What follows belongs to an exercise in optimizing a design on an open flow for small area, a short achievable clock period and few clock cycles per item; a production flow would make more cautious choices. RTL that was checked went through simulation tests only; none was proved equivalent to the original. Power is estimated from default activity; no workload was simulated.

## job 2861
## atanh
module atanh (
  input                     clk,
  input                     rstn,
  input                     trig,
  input  signed       [8:0] tanha,
  output logic              vld,
  output logic signed [8:0] a2_latch
);
clock: 7.5 ns
lec_check: 0
abc_area: 1
cap_margin: 20
core_margin: 2
core_utilization: 40
place_density: 0.6
slew_margin: 20
standard.sh (not shown) runs the stock make flow with config.mk's settings and CLKGATE_MAP_FILE= SYNTH_SCRIPT=/design/flow/synth_recipe.tcl, a recipe that flattens the netlist after the stock synthesis.
==> flow/flow/run.sh <==
#!/bin/bash
# Standard layout, with plain buffers (buf_2) on the ports.
bash standard.sh BUFFER_PORTS_ARGS="-buffer_cell sky130_fd_sc_hd__buf_2" finish > standard.log 2>&1
Input changes introduced in job 3344 (baseline for comparison: job 2861):
==> flow/flow/run.sh <==
#!/bin/bash
# Standard layout, with plain buffers (buf_2) on the ports and an area-oriented
# abc script in synthesis (flow/my_synth.tcl swaps only the abc script).
export MY_ABC_SCRIPT=$PWD/flow/abc.script
bash standard.sh SYNTH_SCRIPT=$PWD/flow/my_synth.tcl BUFFER_PORTS_ARGS="-buffer_cell sky130_fd_sc_hd__buf_2" finish > standard.log 2>&1
==> flow/flow/abc.script (new file) <==
strash
dch
map -a
topo
stime -c
upsize -c
dnsize -c
==> flow/flow/my_synth.tcl (new file) <==
proc synth {args} { yosys synth -nofsm -noshare {*}$args }
proc abc {args} {
  set i [lsearch $args -script]
  if { $i >= 0 && [info exists ::env(MY_ABC_SCRIPT)] } { lset args [expr {$i + 1}] $::env(MY_ABC_SCRIPT) }
  yosys abc {*}$args
}
source $::env(SCRIPTS_DIR)/synth.tcl
# left out here: clear keep_hierarchy, flatten, clean up, hide names made inside functions, write 1_2_yosys.v
==> comparison <==
Layout cell share with drive strength beyond 1, job 2861 and job 3344, higher one = job 3344. The effective utilization at floorplan of job 3344 and that of job 2861 are within noise of each other. What job 2861 reported for count of cell types in the netlist has to be multiplied by 1.4 to get the figure for job 3344. Delta (job 3344 minus job 2861): post-synthesis compound-gate area fraction grew by 14 points; cell area after synthesis went down by about 14%; internal power increased about 1.8%; switching power share of the total now sits lower; total wire length after detailed routing shrank by about 10%. Maximum number of pins on one net before global-route repair (higher): job 2861. The worst setup slack of job 3344 was inferior to that of job 2861.
No functional check of the RTL was part of any run of this note.

========
== sierra ==
Another version of the RTL of atanh (not shown whole).
Size in the first run: ~390 cells after synthesis, ~10 flip-flops, roughly 22 I/O pins.
// atanh
module atanh (
  input                     clk,
  input                     rstn,
  input                     trig,
  input  signed       [8:0] tanha,
  output logic              vld,
  output logic signed [8:0] a2_latch
);
  wire        s = tanha[8];
  wire  [7:0] l = tanha[7:0];
  wire  [7:0] below;                          
  assign below[0] = 1'b0;
  genvar i;
  for (i = 1; i < 8; i = i + 1) begin : g_below
    assign below[i] = |l[i-1:0];
  end
  wire  [7:0] m = l ^ ({8{s}} & below);
  wire        z = ~|l;                        
  wire  [0:7] mr = m;                         
  wire  [0:7] gr;                             
  wire  [7:0] g = gr;
  logic [8:0] a2;
  ...
export LEC_CHECK = 0
export ABC_AREA = 1
export CAP_MARGIN = 20
export CORE_MARGIN = 2
export CORE_UTILIZATION = 70
export PLACE_DENSITY = 0.85
export SLEW_MARGIN = 20
create_clock -name core_clock -period 7.5 [get_ports {clk}]
==> flow/flow/run.sh <==
#!/bin/bash
# Standard layout, with plain buffers (buf_2) on the ports.
bash standard.sh BUFFER_PORTS_ARGS="-buffer_cell sky130_fd_sc_hd__buf_2" finish > standard.log 2>&1
sierra | status: complete | timing, DRC, antenna: pass
Testbench counts of sierra, summed over its fixed seeds: cycles 2,048, ops 2,048.
[inputs] nickel vs sierra
==> flow/flow/run.sh <==
#!/bin/bash
# Standard layout, with plain buffers (buf_2) on the ports and an area-oriented
# abc script in synthesis (flow/my_synth.tcl swaps only the abc script).
export MY_ABC_SCRIPT=$PWD/flow/abc.script
bash standard.sh SYNTH_SCRIPT=$PWD/flow/my_synth.tcl BUFFER_PORTS_ARGS="-buffer_cell sky130_fd_sc_hd__buf_2" finish > standard.log 2>&1
==> flow/flow/abc.script (new file) <==
strash
dch
map -B 0.9
topo
stime -c
upsize -c
dnsize -c
==> flow/flow/my_synth.tcl (new file) <==
proc synth {args} { yosys synth -nofsm -noshare {*}$args }
proc abc {args} {
  set i [lsearch $args -script]
  if { $i >= 0 && [info exists ::env(MY_ABC_SCRIPT)] } { lset args [expr {$i + 1}] $::env(MY_ABC_SCRIPT) }
  yosys abc {*}$args
}
source $::env(SCRIPTS_DIR)/synth.tcl
# left out here: clear keep_hierarchy, flatten, clean up, hide names made inside functions, write 1_2_yosys.v
diff --git a/flow/config.mk b/flow/config.mk
--- a/flow/config.mk
+++ b/flow/config.mk
@@ -9,5 +9,5 @@
 export CAP_MARGIN = 20
 export CORE_MARGIN = 2
-export CORE_UTILIZATION = 70
-export PLACE_DENSITY = 0.85
+export CORE_UTILIZATION = 40
+export PLACE_DENSITY = 0.6
 export SLEW_MARGIN = 20
==> comparison <==
The final layout from nickel, which completed every stage, passed the timing, design-rule and antenna checks at the end of the flow.
The insertion delay of the later-clocked pin in the worst-skew pair number comes out lower for nickel vs sierra.
sierra → nickel: weighted congestion reported at the end of routability-driven placement lower; design area decreased 1.9%; relative contribution of the clock network to total power now sits higher.
Edits applied to the flow inputs when going from nickel to willow:
diff --git a/flow/config.mk b/flow/config.mk
--- a/flow/config.mk
+++ b/flow/config.mk
@@ -11,3 +11,4 @@
 export CORE_UTILIZATION = 40
 export PLACE_DENSITY = 0.6
+export SETUP_SLACK_MARGIN = 3.3
 export SLEW_MARGIN = 20
Results
Changes observed in willow relative to nickel: die outline width now sits at about the same level; hold buffer count at CTS now sits at about the same level.
Initial cell density of the core came out exactly the same in willow and nickel.
Changes observed in willow relative to nickel: final number of hold-violating endpoints closely matched the old numbers, fraction of met3 tracks used by global routing barely changed.
Here is what was changed in the inputs of garnet compared with willow.
diff --git a/flow/config.mk b/flow/config.mk
--- a/flow/config.mk
+++ b/flow/config.mk
@@ -11,4 +11,4 @@
 export CORE_UTILIZATION = 40
 export PLACE_DENSITY = 0.6
-export SETUP_SLACK_MARGIN = 3.3
+export SETUP_SLACK_MARGIN = 3.7
 export SLEW_MARGIN = 20
## What came out
garnet finished end to end and its layout was clean on timing, DRC and antenna. garnet: critical path depth is 1 higher than what willow reported. Violation count after the first detailed-route iteration on garnet is ahead of willow. Final weighted congestion of routability-driven global placement ended up 8.6% lower on garnet than on willow. Compared willow against garnet; number of max-slew violations in the final report within noise. Delta(total length of routed wires, garnet - willow) > 0. In garnet the power turned out 3.8% higher than in willow. Final core utilization: garnet vs willow up 0.16 points. In the flow results for garnet and willow, the delay of the slowest critical-path stage is smaller on willow. Re global-route usage: willow was lower than garnet.

static timing again, ports no longer ideal:
The results above use ideal ports. As a check the final layouts listed here were re-extracted and re-timed, cells and wires unchanged.
Step 1 assumes that a clkbuf_16 drives the clock port and a buf_2 every other input.
Step 2 moves the port delays by t, midway between the first and last clock arrival at a register: inputs arrive t later, outputs are due t later. That takes back most of the time a late clock gives input paths.
Slacks: ideal / step 1 / step 2; pairs: ideal / step 1.
run	t, ns	setup WS [ns]	worst setup path at the end	latest minus earliest clock arrival (ns)
job 2861	0.257	1.978 / 1.978 / 1.721	input to register	0.002 / 0.002
job 3344	0.251	1.567 / 1.569 / 1.319	input to register	0.003 / 0.003
sierra	0.279	3.056 / 3.050 / 2.772	input to register	0.003 / 0.003
nickel	0.246	3.016 / 3.020 / 2.774	input to register	0.003 / 0.002
willow	0.248	3.445 / 3.392 / 3.144	input to register	0.002 / 0.002
garnet	0.247	3.271 / 3.253 / 3.005	input to register	0.002 / 0.001
After both steps setup and hold are still met in every run listed. The setup slack of willow, which loses most, moves by -0.053 ns with the drivers and by -0.301 ns with both steps.
